Context: an optimization exercise on an open-source flow, tuned for small area. The choices shown serve that exercise and are no tape-out recipe.
The RTL was checked by simulation tests, not by an equivalence proof against the original design.
The clock port is modelled as an ideal driver, which makes a skipped or thinned clock tree look cheaper than it is; a real chip needs a root buffer or a tree.
Power figures rest on the tool's default switching activity, not on a simulated workload.

### flow/flow/run.sh
#!/bin/bash
# The standard layout (standard.sh) with these changes:
#  - synthesis is ORFS's synthesis exactly as standard.sh runs it, except that
#    adders are left to ABC (no extract_fa) and ABC maps the logic between the
#    registers with an area-oriented script (flow/abc_area.script); the
#    registers and their names are unchanged;
#  - the port buffers are made from the smallest buffer cell;
#  - timing-driven global placement does not keep its trial buffers.
set -euo pipefail
here=$(pwd)
mkdir -p mysynth
# ORFS's synth.tcl with only the ABC script replaced
sed "s|log_cmd abc {\*}\$abc_args|log_cmd abc -script $here/flow/abc_area.script {*}[lrange \$abc_args 2 end]|" \
  "$FLOW_HOME/scripts/synth.tcl" | sed "s/^  extract_fa {\*}\[dont_use_extract_fa_args\]/  # extract_fa skipped/" > mysynth/synth.tcl
grep -q "extract_fa skipped" mysynth/synth.tcl
grep -q "flow/abc_area.script" mysynth/synth.tcl
# The standard flow's synthesis script, sourcing that copy
sed "s|source \$::env(SCRIPTS_DIR)/synth.tcl|source $here/mysynth/synth.tcl|" synth_recipe.tcl > mysynth/synth_recipe.tcl
grep -q "mysynth/synth.tcl" mysynth/synth_recipe.tcl
sed "s|SYNTH_SCRIPT=[^ ]*|SYNTH_SCRIPT=$here/mysynth/synth_recipe.tcl|" standard.sh > mysynth/standard.sh
grep -q "mysynth/synth_recipe.tcl" mysynth/standard.sh
export BUFFER_PORTS_ARGS="-buffer_cell sky130_fd_sc_hd__buf_1"
export CTS_ARGS="-sink_clustering_enable -repair_clock_nets -buf_list sky130_fd_sc_hd__clkbuf_4 -sink_clustering_size 50 -sink_clustering_max_diameter 500 -dont_use_dummy_load"
export GPL_KEEP_OVERFLOW=0
export POST_CTS_TCL=$here/flow/noroot.tcl
bash mysynth/standard.sh > standard.log 2>&1
### flow/flow/abc_area.script
strash
&get -n
&deepsyn -T 60
&put
strash
dch -f
amap
topo
### flow/flow/noroot.tcl
set block [ord::get_db_block]
set clkport_net [$block findNet iClock]
set roots {}
foreach it [$clkport_net getITerms] {
  lappend roots [$it getInst]
}
if { [llength $roots] != 1 } {
  puts "noroot: clock port drives [llength $roots] pins, tree left as it is"
} else {
  set root [lindex $roots 0]
  set rootnet [[$root findITerm X] getNet]
  set leaves {}
  set ok 1
  foreach it [$rootnet getITerms] {
    set inst [$it getInst]
    if { $inst == $root } { continue }
    if { [[$it getMTerm] getName] != "A" || ![string match "sky130_fd_sc_hd__clkbuf_*" [[$inst getMaster] getName]] } { set ok 0 }
    lappend leaves $it
  }
  if { !$ok || [llength $leaves] > 4 || [llength $leaves] < 1 } {
    puts "noroot: root drives [llength $leaves] loads that are not all clock buffers, tree left as it is"
  } else {
    foreach it $leaves {
      $it disconnect
      $it connect $clkport_net
    }
    [$root findITerm A] disconnect
    [$root findITerm X] disconnect
    odb::dbInst_destroy $root
    odb::dbNet_destroy $rootnet
    puts "noroot: removed clock root buffer, clock port now drives [llength $leaves] leaf buffers"
    estimate_parasitics -placement
  }
}
### flow/standard.sh
#!/bin/bash
# synth_recipe.tcl (not shown) runs the flow's synth.tcl, then flattens the netlist and writes it again
# the make line also repeats each setting of config.mk as NAME=value (left out here)
make -C /OpenROAD-flow-scripts/flow DESIGN_CONFIG=/design/flow/config.mk WORK_HOME=/design/flow/orfs CLKGATE_MAP_FILE= SYNTH_SCRIPT=/design/flow/synth_recipe.tcl "${@:-finish}"
### flow/config.mk
export PLATFORM = sky130hd
export DESIGN_NAME = conectBox
export DESIGN_NICKNAME = conectBox
export VERILOG_FILES = /design/flow/design.v
export SDC_FILE = /design/flow/constraint.sdc
export NUM_CORES = 4
export LEC_CHECK = 0
export CAP_MARGIN = 20
export CORE_MARGIN = 2
export CORE_UTILIZATION = 40
export CTS_BUF_LIST = sky130_fd_sc_hd__clkbuf_4
export CTS_CLUSTER_DIAMETER = 500
export CTS_CLUSTER_SIZE = 50
export SLEW_MARGIN = 20
### flow/constraint.sdc
create_clock -name core_clock -period 5.0 [get_ports {iClock}]
set_input_delay 1.0000 -clock core_clock [delete_from_list [all_inputs] [get_ports {iClock}]]
set_output_delay 1.0000 -clock core_clock [all_outputs]
set_load 0.01 [all_outputs]
### flow/design.v
module conectBox(iResetn, iClock, nextStep, up, down, left, right, oX, oY, oColour, oPlot);
input iResetn, iClock, nextStep, up, down, left, right;
output oPlot;
output [7:0] oX;
output [6:0] oY;
output [5:0] oColour;
localparam RUN=2'd0, IDLE=2'd1, WAIT=2'd2;
reg [7:0] cx;
reg [6:0] cy;
reg erase, pend;
reg [1:0] r;
reg [1:0] ph;
reg [3:0] xc;
reg [3:0] yc;
function [7:0] add8; input [7:0] a; input [7:0] b; integer i; reg c;
  begin c = 1'b0; for (i = 0; i < 8; i = i + 1) begin add8[i] = a[i] ^ b[i] ^ c; c = (a[i] & b[i]) | (c & (a[i] ^ b[i])); end end
endfunction
function [6:0] add7; input [6:0] a; input [6:0] b; integer i; reg c;
  begin c = 1'b0; for (i = 0; i < 7; i = i + 1) begin add7[i] = a[i] ^ b[i] ^ c; c = (a[i] & b[i]) | (c & (a[i] ^ b[i])); end end
endfunction
function [3:0] inc4; input [3:0] a; input ci; integer i; reg c;
  begin c = ci; for (i = 0; i < 4; i = i + 1) begin inc4[i] = a[i] ^ c; c = a[i] & c; end end
endfunction
wire body = ~r[1] & ~r[0];
wire face = ~r[1] & r[0];
wire r3 = r[1] & ~r[0];
wire [3:0] xl = {face, 1'b0, ~r[1], 1'b1};
wire [3:0] yl = {~r[1], 1'b0, body, 1'b1};
wire run = (ph == RUN);
wire x15 = (xc == 4'd15);
wire rowend = run & (xc == xl);
wire last = (yc == yl);
reg [7:0] dx;
reg [6:0] dy;
reg [1:0] phn;
reg [3:0] xcn;
reg [3:0] ycn;
reg start;
always @(*) begin
  dx = 8'd0; dy = 7'd0; phn = ph; start = 1'b0;
  xcn = inc4(xc, 1'b1);
  ycn = inc4(yc, run ? rowend : x15);
  case (ph)
    RUN: begin
      if (rowend) begin
        if (last) begin phn = IDLE; xcn = 4'd15; end
        else begin dx = -{4'd0, xl}; dy = 7'd1; xcn = 4'd0; end
      end else if (!x15) dx = 8'd1;
    end
    IDLE: begin
      if (x15) begin
        xcn = {2'b00, ~r3, ~r3};
        if (r3 & ~erase) phn = WAIT;
        case (r)
          2'b00: begin dx = -8'd7; dy = -7'd22; end
          2'b01: begin dx = -8'd9; dy = -7'd6; end
          2'b11: begin dx = 8'd4; dy = -7'd1; end
          default: begin dx = -8'd4; dy = 7'd7; end
        endcase
      end
      if (xc == 4'd1) begin
        if (up) dy = -7'd3;
        else if (down) dy = 7'd3;
        else if (right) dx = 8'd3;
        else if (left) dx = -8'd3;
      end
      if (xc == 4'd5) begin
        phn = RUN; start = 1'b1; xcn = 4'd15; ycn = 4'd0;
      end
    end
    default: begin
      if (yc[2:0] == 3'd1 && xc == 4'd5 && (nextStep || pend)) begin
        phn = IDLE; xcn = 4'd3;
      end
    end
  endcase
end
assign oPlot = run | ((ph == IDLE) & x15);
assign oX = cx;
assign oY = cy;
assign oColour = (erase | r[1]) ? 6'b111111 : (r[0] ? 6'b111100 : 6'b101011);
always @(posedge iClock) yc <= ycn;
always @(posedge iClock) begin
  if (!iResetn) begin
    cx <= 8'd24; cy <= 7'd31;
    erase <= 1'b1; pend <= 1'b1;
    r <= 2'b10; ph <= IDLE; xc <= 4'd2;
  end else begin
    cx <= add8(cx, dx);
    cy <= add7(cy, dy);
    ph <= phn;
    xc <= xcn;
    if (start) begin
      r <= {r[0], ~r[1]};
      if (r3) begin
        erase <= ~erase;
        if (erase) pend <= ~pend;
      end
    end
  end
end
endmodule
==> impl_metrics.ini, run 1 <==
[grt]
grt_remaining_overflow = 0
wire_length_of_the_first_global_routing_pass_um = 5460
number_of_antenna_violations_at_the_first_check_in_global_routing = 0
maximum_number_of_pins_on_one_net_before_global_route_repair = 14
grt_pass1_vias = 1295
groute.usage.overall_pct = 16.8

[synth]
post_syn_area_sq_um = 1480
synthesized_netlist_cell_count = 211
post_synthesis_average_cell_area_sq_um = 6.99
yosysWarnings = 1
ys_seq_area_share_pct = 39.4
post_synth_num_cell_types = 31
post_synthesis_register_bit_count = 29

[critical_path]
cp_max_fo = 5
cp_cell_sequence = clkinv_1 -> nor2_1 -> o221ai_1 -> a2111oi_0 -> clkinv_1 -> nor2_1 -> clkinv_1 -> nand3b_1 -> a21oi_1 -> a21oi_1 -> nand2_1 -> o21ai_0 -> nor2_1 -> a21oi_1 -> nand2_1 -> o21ai_0 -> nor2b_1 -> o22ai_1 -> o21ai_0 -> a21oi_1
cp_common_cell = a21oi_1
worstPathBufferInverterCount = 3
critical_path.top_delay_family = compound AO/OA/AOI/OAI gates
worstSetupStartpointType = flip-flop
setup.worst_path.class = flip-flop to flip-flop
worst-endpoint-arrival_ns = 3.89
crit_path_end_kind = flip-flop
slowest_delay_ns = 0.57
cp.required_ns = 5.04
critical-path-slowest-cell = a2111oi_0

[cells_and_area]
layout.cells.most_common_list = nor2_1, dfxtp_1, clkinv_1
final_common_cell = nor2_1
inserted_diodes = 0
nets = 247
relative_area_change_from_synthesis_to_final_layout_pct = 10.9
post_route_cells_drive_above_1_share_pct = 1.68
fin_cells = 286
final.fill_count = 399

[detailed_routing]
viasPerCell = 5.01
total_number_of_vias = 1433
drt_first_pass_iters = 4
drcViolationCount = 0
drt_iter0_drc = 37
wl_um = 3240
antenna_violating_nets_post_route = 0
drt-wirelength-per-cell_um = 11.3

[floorplan]
io_pins = 29
die-height_um = 64.7
initial_utilization_pct = 40.9
num_rows = 22
floorplan.core_area_sq_um = 3610
fp.dieW_um = 64.7
design.die.area_sq_um = 4190

[pwr]
power-per-cell-area_nw_per_um2 = 288
netSwitchingPower_w = 0.000139
switching_share_pct = 29.4
fin_total_pwr_w = 0.000471
share_comb_of_total_power_pct = 21.5
seq_power_share_pct = 58.5
largest_vdd_supply_drop_mv = 0.127
clockPowerShare_pct = 20.0
power_leakage_nw = 0.573
cellInternalPower_w = 0.000333

[place]
dp.final_hpwl_um = 2550
gp_congestion = 0.889
numPlacedInstances = 282
numPortBuffers = 26

[timing]
grt_setup_unrepaired = false
setup_tns_ns = 0
worst_slew_pin_slew_ns = 0.743
skew_ns = 0.0171
timing.fmax_ghz = 0.259
fin_hold_viols = 0
setup_viol = 0
slew_headroom_pct = 49.9
drv_slew = 0
period_minus_slack_ns = 3.86
worst_hold_slack_ns = 0.453
timing.final.crit_share_pct = 77.1

[clocking]
cts.reportedPaths.clkPinSlew_ns = 0.09
cts.sinks = 29
worstSkewPairLatency_ns = 0.15

[hold_path]
hp-class = flip-flop to flip-flop

[outcome]
outcome = timing/DRC/antenna clean

[job]
maxCapViolations = 0
-- through the flow --
| stage | setup slack (ns) | utilization [%] | instance area (sq um) |
|---|---|---|---|
| 3_5_place_dp | 1.23 | 44.6 | 1610 |
| 2_1_floorplan | 1.65 | - | 1480 |
| 3_3_place_gp | 1.37 | 44.6 | 1610 |
| 5_1_grt | 0.487 | 45.4 | 1640 |
| 6_report | 1.14 | 45.4 | 1640 |
-- layout make-up --
class	count	area (sq um)	share of cell area [%]
Multi-Input combinational cell	151	763	46.6
Inverter	28	105	6.42
Sequential cell	29	581	35.5
Tap cell	48	60.1	3.67
Clock buffer	4	30.0	1.83
Timing Repair Buffer	26	97.6	5.96
-- Yosys cell counts (all sizes together) --
library cell	n	share of area, %
o221ai	2	1.2
conb	1	0.25
a21oi	19	6.4
a2111oi	2	1.2
a311o	1	0.68
nor3	6	2.0
o22ai	2	0.85
or2	2	0.85
o21a	3	1.5
o22a	1	0.59
buf	4	2.0
a31oi	1	0.42
o21ai	24	8.1
nand3b	1	0.51
a211oi	3	1.5
o31ai	1	0.51
and2	1	0.42
nand2	25	6.4
a22oi	1	0.51
o211ai	3	1.5
or3	2	0.85
a21o	1	0.51
nor2	38	9.7
clkinv	28	7.1
o2111ai	1	0.59
nor2b	4	1.7
o311ai	1	0.59
dfxtp	29	39
a221oi	2	1.2
nand3	1	0.34
nor3b	1	0.51
-- power by group through the flow --
| stage | clock network, W | registers [W] | logic (W) |
|---|---|---|---|
| 2_1_floorplan | 0 | 0.000285 | 0.0000693 |
| 3_3_place_gp | 0 | 0.000281 | 0.000101 |
| 3_5_place_dp | 0 | 0.000281 | 0.000101 |
| 5_1_grt | 0.000108 | 0.000279 | 0.000118 |
| 6_report | 0.0000941 | 0.000276 | 0.000101 |
-- registers in the layout, indices dropped and copies added (netlist names) --
| name | count |
|---|---|
| cx | 8 |
| yc | 4 |
| r | 2 |
| cy | 7 |
| ph | 2 |
| erase | 1 |
| xc | 4 |
| pend | 1 |
-- routing by layer --
| layer | part of all wire [%] | track usage, % | vias to the layer above |
|---|---|---|---|
| met4 | 1.3 | 4.79 | 0 |
| met3 | 4.6 | 4.51 | 4 |
| met1 | 50 | 20.6 | 619 |
| met5 | 0 | 0 | - |
| met2 | 44 | 28.6 | 30 |
| li1 | - | - | 780 |
-- kinds of logic (layout without fill, tap and decap cells) --
kind of cell           Yosys count  count (layout)  synth area share (%)
AOI/OAI and AO/OA               68              68                  28.0
buffers and inverters           32              58                  9.16
DFF                             29              29                  39.4
other                            1               2                 0.254
and+or+nand+nor                 81              81                  23.2
-- path summary, 6_finish.rpt --
check                                       start               end  slack [ns]  depth (start not counted)
worst max-delay path            r[0]$_SDFFE_PN0P_  cy[6]$_SDFF_PN0_        1.14                         20
worst min-delay path             cx[7]$_SDFF_PN0_  cx[7]$_SDFF_PN0_        0.45                          1
worst max register to register  r[0]$_SDFFE_PN0P_  cy[6]$_SDFF_PN0_        1.14                         20
worst min register to register   cx[7]$_SDFF_PN0_  cx[7]$_SDFF_PN0_        0.45                          1
==> inputs of run 2 (changes only) <==
==> flow/design.v (replaced) <==
module conectBox(iResetn, iClock, nextStep, up, down, left, right, oX, oY, oColour, oPlot);
input iResetn, iClock, nextStep, up, down, left, right;
output oPlot;
output [7:0] oX;
output [6:0] oY;
output [5:0] oColour;
reg [7:0] cx;
reg [6:0] cy;
reg w;
reg [3:0] xc;
reg [1:0] yhi, ylo;
wire [3:0] yc = {yhi, ylo};
reg [1:0] r;
reg erase, pend;
function [7:0] add8; input [7:0] a; input [7:0] b; integer i; reg c;
  begin c = 1'b0; for (i = 0; i < 8; i = i + 1) begin add8[i] = a[i] ^ b[i] ^ c; c = (a[i] & b[i]) | (c & (a[i] ^ b[i])); end end
endfunction
function [6:0] add7; input [6:0] a; input [6:0] b; integer i; reg c;
  begin c = 1'b0; for (i = 0; i < 7; i = i + 1) begin add7[i] = a[i] ^ b[i] ^ c; c = (a[i] & b[i]) | (c & (a[i] ^ b[i])); end end
endfunction
function [3:0] inc4; input [3:0] a; input ci; integer i; reg c;
  begin c = ci; for (i = 0; i < 4; i = i + 1) begin inc4[i] = a[i] ^ c; c = a[i] & c; end end
endfunction
wire face = ~r[1] & r[0];
wire r3 = r[1] & ~r[0];
wire [1:0] rn = {r[0], ~r[1]};
wire [3:0] xl = {face, 1'b0, ~r[1], 1'b1};
wire [3:0] ys = {rn[1], 1'b1, rn[1] | rn[0], 1'b0};
wire draw = yc[3] | yc[2];
wire run = ~w & draw;
wire idle = ~w & ~draw;
wire x15 = (xc == 4'd15);
wire rowend = (xc == xl);
wire last = (yc == 4'd15);
reg [7:0] dx;
reg [6:0] dy;
reg wn;
reg [3:0] xcn;
reg [3:0] ycn;
reg start;
reg [3:0] yci;
always @(*) begin
  yci = inc4({1'b0, yc[2:0]}, run ? rowend : x15);
  yci[3] = yc[3] ^ (~w & (run ? rowend : x15) & yc[2] & yc[1] & yc[0]);
  dx = 8'd0; dy = 7'd0; wn = w; start = 1'b0;
  xcn = inc4(xc, 1'b1);
  ycn = yci;
  if (run) begin
    if (rowend) begin
      if (last) xcn = 4'd15;
      else begin dx = -{4'd0, xl}; dy = 7'd1; xcn = 4'd0; end
    end else if (!x15) dx = 8'd1;
  end else if (idle) begin
    if (x15) begin
      xcn = r3 ? {~erase, ~erase, 1'b0, ~erase} : 4'd3;
      if (r3 & ~erase) wn = 1'b1;
      case (r)
        2'b00: begin dx = -8'd7; dy = -7'd22; end
        2'b01: begin dx = -8'd9; dy = -7'd6; end
        2'b11: begin dx = 8'd4; dy = -7'd1; end
        default: begin dx = -8'd4; dy = 7'd7; end
      endcase
    end
    if (xc == 4'd1) begin
      if (up) dy = -7'd3;
      else if (down) dy = 7'd3;
      else if (right) dx = 8'd3;
      else if (left) dx = -8'd3;
    end
    if (xc == 4'd5) begin
      start = 1'b1; xcn = 4'd15; ycn = ys;
    end
  end else begin
    if (yc[2:0] == 3'd0 && xc == 4'd2 && (nextStep || pend)) wn = 1'b0;
  end
end
assign oPlot = ~w & (draw | x15);
assign oX = cx;
assign oY = cy;
assign oColour = (erase | r[1]) ? 6'b111111 : (r[0] ? 6'b111100 : 6'b101011);
always @(posedge iClock) ylo <= ycn[1:0];
always @(posedge iClock) begin
  if (!iResetn) begin
    cx <= 8'd24; cy <= 7'd31;
    erase <= 1'b1; pend <= 1'b1;
    r <= 2'b10; w <= 1'b0; xc <= 4'd2; yhi <= 2'b00;
  end else begin
    cx <= add8(cx, dx);
    cy <= add7(cy, dy);
    w <= wn;
    xc <= xcn;
    yhi <= ycn[3:2];
    if (start) begin
      r <= rn;
      if (r3) begin
        erase <= ~erase;
        if (erase) pend <= ~pend;
      end
    end
  end
end
endmodule
--- a/flow/flow/noroot.tcl
+++ b/flow/flow/noroot.tcl
@@ -20,15 +20,31 @@
   if { !$ok || [llength $leaves] > 4 || [llength $leaves] < 1 } {
     puts "noroot: root drives [llength $leaves] loads that are not all clock buffers, tree left as it is"
   } else {
+    # a leaf with many registers gets a stronger buffer, to keep its slew low
+    set swapped 0
     foreach it $leaves {
       $it disconnect
       $it connect $clkport_net
+      set leaf [$it getInst]
+      set fanout [expr { [llength [[[$leaf findITerm X] getNet] getITerms]] - 1 }]
+      if { $fanout > 16 } {
+        $leaf swapMaster [[ord::get_db] findMaster sky130_fd_sc_hd__clkbuf_16]
+        set swapped 1
+      } elseif { $fanout > 9 } {
+        $leaf swapMaster [[ord::get_db] findMaster sky130_fd_sc_hd__clkbuf_8]
+        set swapped 1
+      }
+      puts "noroot: leaf [$leaf getName] drives $fanout registers, is [[$leaf getMaster] getName]"
     }
     [$root findITerm A] disconnect
     [$root findITerm X] disconnect
     odb::dbInst_destroy $root
     odb::dbNet_destroy $rootnet
     puts "noroot: removed clock root buffer, clock port now drives [llength $leaves] leaf buffers"
+    if { $swapped } {
+      detailed_placement
+      check_placement -verbose
+    }
     estimate_parasitics -placement
   }
 }
==> run 2 against run 1 <==
Hold slack worse by 0.0025 ns. Area after synthesis rose by 0.34%. Highest routed layer unchanged. Clock skew fell by 0.0090 ns. Setup slack worse by 0.67 ns. Critical endpoint unchanged. Non-clock buffer count rose by 1. Register-to-register slack worse by 0.67 ns. Maximum frequency decreased by 15%. Count of clock-buffer cells in the layout decreased by 2.
==> impl_metrics.ini, run 2 <==
[hold_path]
worstHoldPathCells = 1
min_delay_worst_endpoint = cy[6]$_SDFF_PN0_
worstHoldStart = cy[6]$_SDFF_PN0_
hp-class = flip-flop to flip-flop

[synth]
post_syn_area_sq_um = 1480
ys_seq_area_share_pct = 37.9
synthFlopType = dfxtp_1
post_synthesis_register_bit_count = 28
post_synth_num_cell_types = 30
top_cell_types_by_occurrence_after_synthesis = nor2_1, clkinv_1, dfxtp_1
post-synth-top-area-cell = dfxtp_1
yosys-top-cells-area = dfxtp_1, nor2_1, clkinv_1
post_synthesis_average_cell_area_sq_um = 6.85
yosysWarnings = 1
synthesized_netlist_cell_count = 216
synth_async_sr_flop_share_pct = 0
synth_top_cell_area_share_pct = 37.9
synthMostInstantiatedCell = nor2_1
synth-edff-count = 0

[timing]
period_minus_slack_ns = 4.52
setup_viol = 0
skew_ns = 0.00815
slew_headroom_pct = 51.5
timing.fmax_ghz = 0.221
timing.final.crit_share_pct = 90.5
worst_hold_slack_ns = 0.451
setup_tns_ns = 0
drv_slew = 0
worst_slew_pin_slew_ns = 0.722
fin_hold_viols = 0

[critical_path]
worstSetupStartpointType = flip-flop
regToRegEndpoint = cy[6]$_SDFF_PN0_
worst-endpoint-arrival_ns = 4.57
timing.reg2reg.worst_path_depth = 27
crit_path_end_kind = flip-flop
setup.worst_path.class = flip-flop to flip-flop
r2r-start = r[0]$_SDFFE_PN0P_
cp_max_fo = 7
cp.required_ns = 5.05
ff2ff_setup_slack_ns = 0.48

[detailed_routing]
wl_um = 3310
drt_iter0_drc = 66
drt-wirelength-per-cell_um = 11.4
total_number_of_vias = 1481
viasPerCell = 5.11
drcViolationCount = 0
drt_first_pass_iters = 5
antenna_violating_nets_post_route = 0

[cells_and_area]
multi_input_comb_area_sq_um = 802
final.fill_count = 379
reg_top3 = cx: 8 flops, cy: 7 flops, xc: 4 flops
nets = 251
largest_register_ff_count = 8
layout.cells.most_common_list = nor2_1, clkinv_1, dfxtp_1
largest_register = cx
inserted_diodes = 0
ff_latch_area_sq_um = 562
post_route_cells_drive_above_1_share_pct = 3.72
layout.core_utilization_pct = 46.3
final_common_cell = nor2_1
relative_area_change_from_synthesis_to_final_layout_pct = 12.8

[place]
gp_congestion = 0.844
dp.final_hpwl_um = 2560
numPortBuffers = 26

[grt]
grt_pass1_vias = 1283
grt_remaining_overflow = 0
groute.usage.overall_pct = 17.0
maximum_number_of_pins_on_one_net_before_global_route_repair = 16
wire_length_of_the_first_global_routing_pass_um = 5660
number_of_antenna_violations_at_the_first_check_in_global_routing = 0

[floorplan]
floorplan.core_area_sq_um = 3610
die-height_um = 64.8
initial_utilization_pct = 41.0
fp.dieW_um = 64.8
design.die.area_sq_um = 4200
num_rows = 22
io_pins = 29

[pwr]
power_leakage_nw = 0.594
cellInternalPower_w = 0.000348
netSwitchingPower_w = 0.000169
share_comb_of_total_power_pct = 27.7
largest_vdd_supply_drop_mv = 0.188
switching_share_pct = 32.7
clockPowerShare_pct = 18.6
power-per-cell-area_nw_per_um2 = 310
seq_power_share_pct = 53.8

[clocking]
worstSkewPairLatency_ns = 0.15
cts.reportedPaths.clkPinSlew_ns = 0.09
cts.sinks = 28

[job]
maxCapViolations = 0

[outcome]
outcome = timing/DRC/antenna clean
## run 2: power groups by stage
| stage | Sequential [W] | Combinational (W) | Clock, W |
|---|---|---|---|
| 2_1_floorplan | 0.000291 | 0.0000944 | 0 |
| 3_3_place_gp | 0.000283 | 0.000137 | 0 |
| 3_5_place_dp | 0.000284 | 0.000137 | 0 |
| 5_1_grt | 0.000284 | 0.000168 | 0.000112 |
| 6_report | 0.000278 | 0.000143 | 0.0000961 |
## run 2: metal layers
| metal | vias up | track usage (%) | share of wire [%] |
|---|---|---|---|
| li1 | 797 | - | - |
| met1 | 623 | 22.4 | 47 |
| met2 | 52 | 28.0 | 45 |
| met3 | 9 | 2.26 | 5.3 |
| met4 | 0 | 6.65 | 2.7 |
| met5 | - | 0 | 0 |
## run 2: final cells by class
type | count | share of cell area [%]
timing repair buffer | 27 | 6.30
tap | 48 | 3.60
inverter | 30 | 6.75
multi-input combinational | 155 | 48.1
sequential | 28 | 33.7
clock buffer | 2 | 1.65
## run 2: cell families (layout without fill, tap and decap cells)
logic type	after synthesis	in the layout	share of synthesized area, %
AOI/OAI and AO/OA	68	68	27.2
buffers and inverters	34	59	9.64
DFF	28	28	37.9
and+or+nand+nor	85	85	25.0
other	1	2	0.253
## run 2: worst max-delay path, stage by stage (launching register included)
cell and delay (ns):
dfxtp_1 0.47, clkinv_1 0.21, o22ai_1 0.22, nor3_1 0.07
o221ai_1 0.31, o21ai_2 0.12, nand3_1 0.15, or3_1 0.19
o22ai_2 0.11, a31oi_1 0.21, and2_0 0.23, nor2_1 0.06
a21oi_1 0.16, nand2_1 0.08, o21ai_0 0.14, o21ai_0 0.15
nor2_1 0.14, a21oi_1 0.08, nor2_1 0.19, clkinv_1 0.10
nand2_1 0.08, o21ai_0 0.08, a21oi_1 0.17, nand2_1 0.11
and3_1 0.21, o22a_1 0.20, o21ai_0 0.15, a21oi_1 0.05
## run 2: how the worst max path moves through the flow
stage                       from               end
6_report       r[0]$_SDFFE_PN0P_  cy[6]$_SDFF_PN0_
5_1_grt         xc[2]$_SDFF_PN0_  cy[6]$_SDFF_PN0_
3_5_place_dp    xc[2]$_SDFF_PN0_  cy[6]$_SDFF_PN0_
3_3_place_gp    xc[2]$_SDFF_PN0_  cy[6]$_SDFF_PN0_
2_1_floorplan   xc[2]$_SDFF_PN0_  cy[6]$_SDFF_PN0_
## run 2: metrics by stage
| step | setup slack, ns | total power [W] | cell area (sq um) | std cells |
|---|---|---|---|---|
| floorplan | 0.714 | 0.000386 | 1480 | 217 |
| detailed placement | 0.179 | 0.000421 | 1610 | 287 |
| finish | 0.475 | 0.000518 | 1670 | 290 |
| global route | -0.0293 | 0.000564 | 1670 | 290 |
| global placement | 0.231 | 0.000420 | 1610 | 287 |

==> separate check: timing with driven ports <==
In the flow no input, the clock included, has a driving cell. The finished layouts below were timed again as built, in two steps.
Step 1 sets driving cells, clkbuf_16 on the clock port and buf_2 on the other inputs (assumed; they add their load-dependent delay and slew).
Step 2, shift: input delay + t, output delay - t, t = (earliest + latest rising clock arrival at the registers) / 2. This alone moves slack from input paths to output paths.
Three values: no drivers, after step 1, after step 2; two values: the first two.
run	shift t [ns]	slack for setup (ns)	clock arrival spread, ns	cell pins on the clock port's net
run 1	0.189	1.143 / 1.143 / 1.143	0.017 / 0.017	4
run 2	0.184	0.475 / 0.475 / 0.475	0.009 / 0.009	2
After both steps every run listed still meets setup and hold.
